What follows belongs to an exercise in optimizing a design on an open flow for small area, a short achievable clock period and few clock cycles; a production flow would make more cautious choices.
Function was checked by simulation only, so behaviour that the tests miss may differ from the original.
Power figures rest on the tool's default switching activity, not on a simulated workload.

## old
// sccpu
module sccpu( clk, rst, instr, readdata, PC, MemWrite, aluout, writedata);
   input         clk;
   input         rst;
   input  [31:0] instr;
   input  [31:0] readdata;
   output [31:0] PC;
   output        MemWrite;
   output [31:0] aluout;
   output [31:0] writedata;
   reg  [31:0] pc_r;
   reg         btb_v;
   reg  [9:0]  btb_tag;       
   reg  [13:0] btb_tl;        
   reg         stall;         
   reg  [31:1] p_s1, p_s2;    
   reg         p_bp1, p_bp2;  
   reg         d_v;           
   reg  [31:0] d_ir;
   reg  [31:0] d_pc4;
   reg         d_btb;         
   reg         e_we, e_ld, e_st, e_br, e_jr;
   reg         e_bne, e_pred;
   reg         e_skip1;       
   reg  [4:0]  e_dst;
   reg  [31:0] e_a, e_b, e_sd;
   reg  [31:0] e_addr;        
   reg         e_eq;          
   reg  [4:0]  e_shamt;
   reg         e_shv;         
   reg         e_fa, e_fb, e_fsd;    
   reg         r_as, r_inv, r_and, r_or, r_nor, r_slt, r_sltu,
               r_sll, r_sh, r_sra, r_pb, r_pa;
   reg         m_we;
   reg  [4:0]  m_dst;
   reg  [31:0] m_res;
   assign PC = pc_r;
   wire [31:0] pc4   = pc_r + 32'd4;
   wire        f_j, f_mem, f_sw;
   FDEC U_FDEC (.op(instr[31:26]), .j(f_j), .mem(f_mem), .sw(f_sw));
   wire [31:0] f_jt  = {pc4[31:28], instr[25:0], 2'b00};
   wire        f_hit = btb_v & (pc4[11:2] == btb_tag);
   wire [31:0] f_bt  = {pc_r[31:14], btb_tl};
   wire [5:0]  op  = d_ir[31:26];
   wire [5:0]  fn  = d_ir[5:0];
   wire [4:0]  rs  = d_ir[25:21];
   wire [4:0]  rt  = d_ir[20:16];
   wire [4:0]  rd  = d_ir[15:11];
   wire [15:0] imm = d_ir[15:0];
  ...
For scale: about 5000 cells after synthesis, ~160 I/O pins, ~67000 µm² of cells after synthesis.
export LEC_CHECK = 0
export CAP_MARGIN = 20
export CORE_MARGIN = 2
export CORE_UTILIZATION = 55
export CTS_CLUSTER_DIAMETER = 70
export CTS_CLUSTER_SIZE = 20
export SLEW_MARGIN = 20
export SYNTH_HIERARCHICAL = 1
export TNS_END_PERCENT = 0
create_clock -name core_clock -period 15.0 [get_ports {clk}]
standard.sh (not shown) runs the stock make flow with config.mk's settings and CLKGATE_MAP_FILE= SYNTH_SCRIPT=/design/flow/synth_recipe.tcl, a recipe that flattens the netlist after the stock synthesis.
==> flow/flow/run.sh <==
#!/bin/bash
# Own layout flow: the standard flow (standard.sh), with the standard
# synthesis run first and on its own. For the layout steps it changes only
# how timing is repaired:
#  - timing repair aims for a setup slack of MARGIN ns at the design's clock
#    period, so the layout is optimised for a shorter period than 15 ns;
#  - every port still gets a buffer, but a plain buffer rather than the delay
#    cell buffer_ports picks by default;
#  - gate sizing may use any cell of the same function, not only cells of the
#    same footprint.
set -euo pipefail
MARGIN=10.7
bash standard.sh synth > synth.log 2>&1
bash standard.sh SETUP_SLACK_MARGIN=$MARGIN MATCH_CELL_FOOTPRINT=0 \
   "BUFFER_PORTS_ARGS=-buffer_cell sky130_fd_sc_hd__buf_4" finish > layout.log 2>&1
old has completed all stages; timing, DRC and antenna checks passed.
Testbench counts of old, summed over its fixed seeds: cycles 70,900.
Input changes introduced in new (baseline for comparison: old):
- CORE_UTILIZATION now 60, was 55
- CTS_CLUSTER_DIAMETER now 80, was 70
- CTS_CLUSTER_SIZE now 24, was 20
Notes after the runs:
For the minimum clock period, new came in 0.19 ns higher than old did.
Compared with old, new shows a lower maximum operating frequency.
[compare] base=old new=new: clock power moved down, setup slack moved down, clock-buffer cell count moved down, clock skew moved up.
Compared with old, in new power drawn by the sequential cells neither gained nor lost much, clock slew at the register clock pins of the worst setup and hold paths moved up, number of buffers outside the clock class in the layout shows an increase of 18.

* * *

## job 1051
Starting RTL as in the previous note.
==> flow/config.mk <==
export PLATFORM = sky130hd
export DESIGN_NAME = sccpu
export DESIGN_NICKNAME = sccpu
export VERILOG_FILES = /design/flow/design.v
export SDC_FILE = /design/flow/constraint.sdc
export NUM_CORES = 8
export LEC_CHECK = 0
export CAP_MARGIN = 20
export CORE_MARGIN = 2
export CORE_UTILIZATION = 50
export CTS_CLUSTER_DIAMETER = 80
export CTS_CLUSTER_SIZE = 24
export SLEW_MARGIN = 20
export SYNTH_HIERARCHICAL = 1
export TNS_END_PERCENT = 0
==> flow/constraint.sdc <==
create_clock -name core_clock -period 15.0 [get_ports {clk}]
set_input_delay 3.0000 -clock core_clock [delete_from_list [all_inputs] [get_ports {clk}]]
set_output_delay 3.0000 -clock core_clock [all_outputs]
set_load 0.01 [all_outputs]
Scripts as last shown in full above: flow/flow/run.sh
Testbench counts of job 1051, summed over its fixed seeds: cycles 70,900.
Input-level comparison between job 540 and job 1051:
# job 1051
export LEC_CHECK = 0
export CAP_MARGIN = 20
export CORE_MARGIN = 2
export CORE_UTILIZATION = 50
export CTS_CLUSTER_DIAMETER = 80
export CTS_CLUSTER_SIZE = 24
export SLEW_MARGIN = 20
export SYNTH_HIERARCHICAL = 1
export TNS_END_PERCENT = 0
create_clock -name core_clock -period 15.0 [get_ports {clk}]
# job 540
export LEC_CHECK = 0
export CAP_MARGIN = 20
export CORE_MARGIN = 2
export CORE_UTILIZATION = 55
export CTS_CLUSTER_DIAMETER = 80
export CTS_CLUSTER_SIZE = 24
export SLEW_MARGIN = 20
export SYNTH_HIERARCHICAL = 1
export TNS_END_PERCENT = 0
create_clock -name core_clock -period 15.0 [get_ports {clk}]
--- a/flow/flow/run.sh
+++ b/flow/flow/run.sh
@@ -10 +10,3 @@
-#    same footprint.
+#    same footprint;
+#  - after floorplanning, the flip-flops that drive output ports are given
+#    drive strength 4 (flow/io_flops.tcl).
@@ -15 +17,2 @@
-   "BUFFER_PORTS_ARGS=-buffer_cell sky130_fd_sc_hd__buf_4" finish > layout.log 2>&1
+   "BUFFER_PORTS_ARGS=-buffer_cell sky130_fd_sc_hd__buf_4" \
+   POST_FLOORPLAN_TCL=$PWD/flow/io_flops.tcl finish > layout.log 2>&1
==> flow/flow/io_flops.tcl (new file) <==
# Upsize the flip-flops that drive output ports to drive strength 4 (same
# cell type, stronger drive): they drive long wires to the ports' buffers.
set block [ord::get_db_block]
foreach bterm [$block getBTerms] {
  if {[$bterm getIoType] != "OUTPUT"} { continue }
  set net [$bterm getNet]
  if {$net == "NULL"} { continue }
  foreach iterm [$net getITerms] {
    if {![$iterm isOutputSignal]} { continue }
    set inst [$iterm getInst]
    set master [[$inst getMaster] getName]
    if {[regexp {^(sky130_fd_sc_hd__(dfxtp|dfrtp))_[12]$} $master -> base]} {
      replace_cell [$inst getName] ${base}_4
    }
  }
}
## What came out
Between job 540 and job 1051, the difference in share of final layout cell area taken by non-clock buffers is negligible. Of job 540 and job 1051, the run reporting the higher global-route usage was job 540. Job 540 reports its busiest layer in global routing as met2 while job 1051 reports met1. Compared with job 1051, job 540 shows a lower final instance count without filler cells.

port drivers added, routing unchanged:
Ports are ideal in the flow. The routed layouts listed here were re-timed in OpenROAD. Step 1 sets driving cells, clkbuf_16 on the clock port and buf_2 on the other inputs (assumed; they add their load-dependent delay and slew). Step 2 adds t to the input delays and takes it off the output delays; t is the mean of the earliest and latest rising clock arrival at the registers after step 1. Input paths then give back, and output paths get back, about the clock's delay inside the block. a / b / c = ideal ports / drivers / drivers and shift; a / b = the first two.
run | t, ns | slack for setup (ns) | latest minus earliest clock arrival (ns)
old | 0.806 | 10.622 / 10.536 / 10.038 | 0.050 / 0.050
new | 0.768 | 10.433 / 10.433 / 9.961 | 0.057 / 0.057
job 1051 | 0.797 | 10.512 / 10.479 / 10.091 | 0.066 / 0.066
job 540 | 0.792 | 10.595 / 10.512 / 10.105 | 0.041 / 0.041
After both steps setup and hold are still met in every run listed. For old, which loses most, drivers alone change the setup slack by -0.086 ns; drivers and shift together by -0.584 ns.
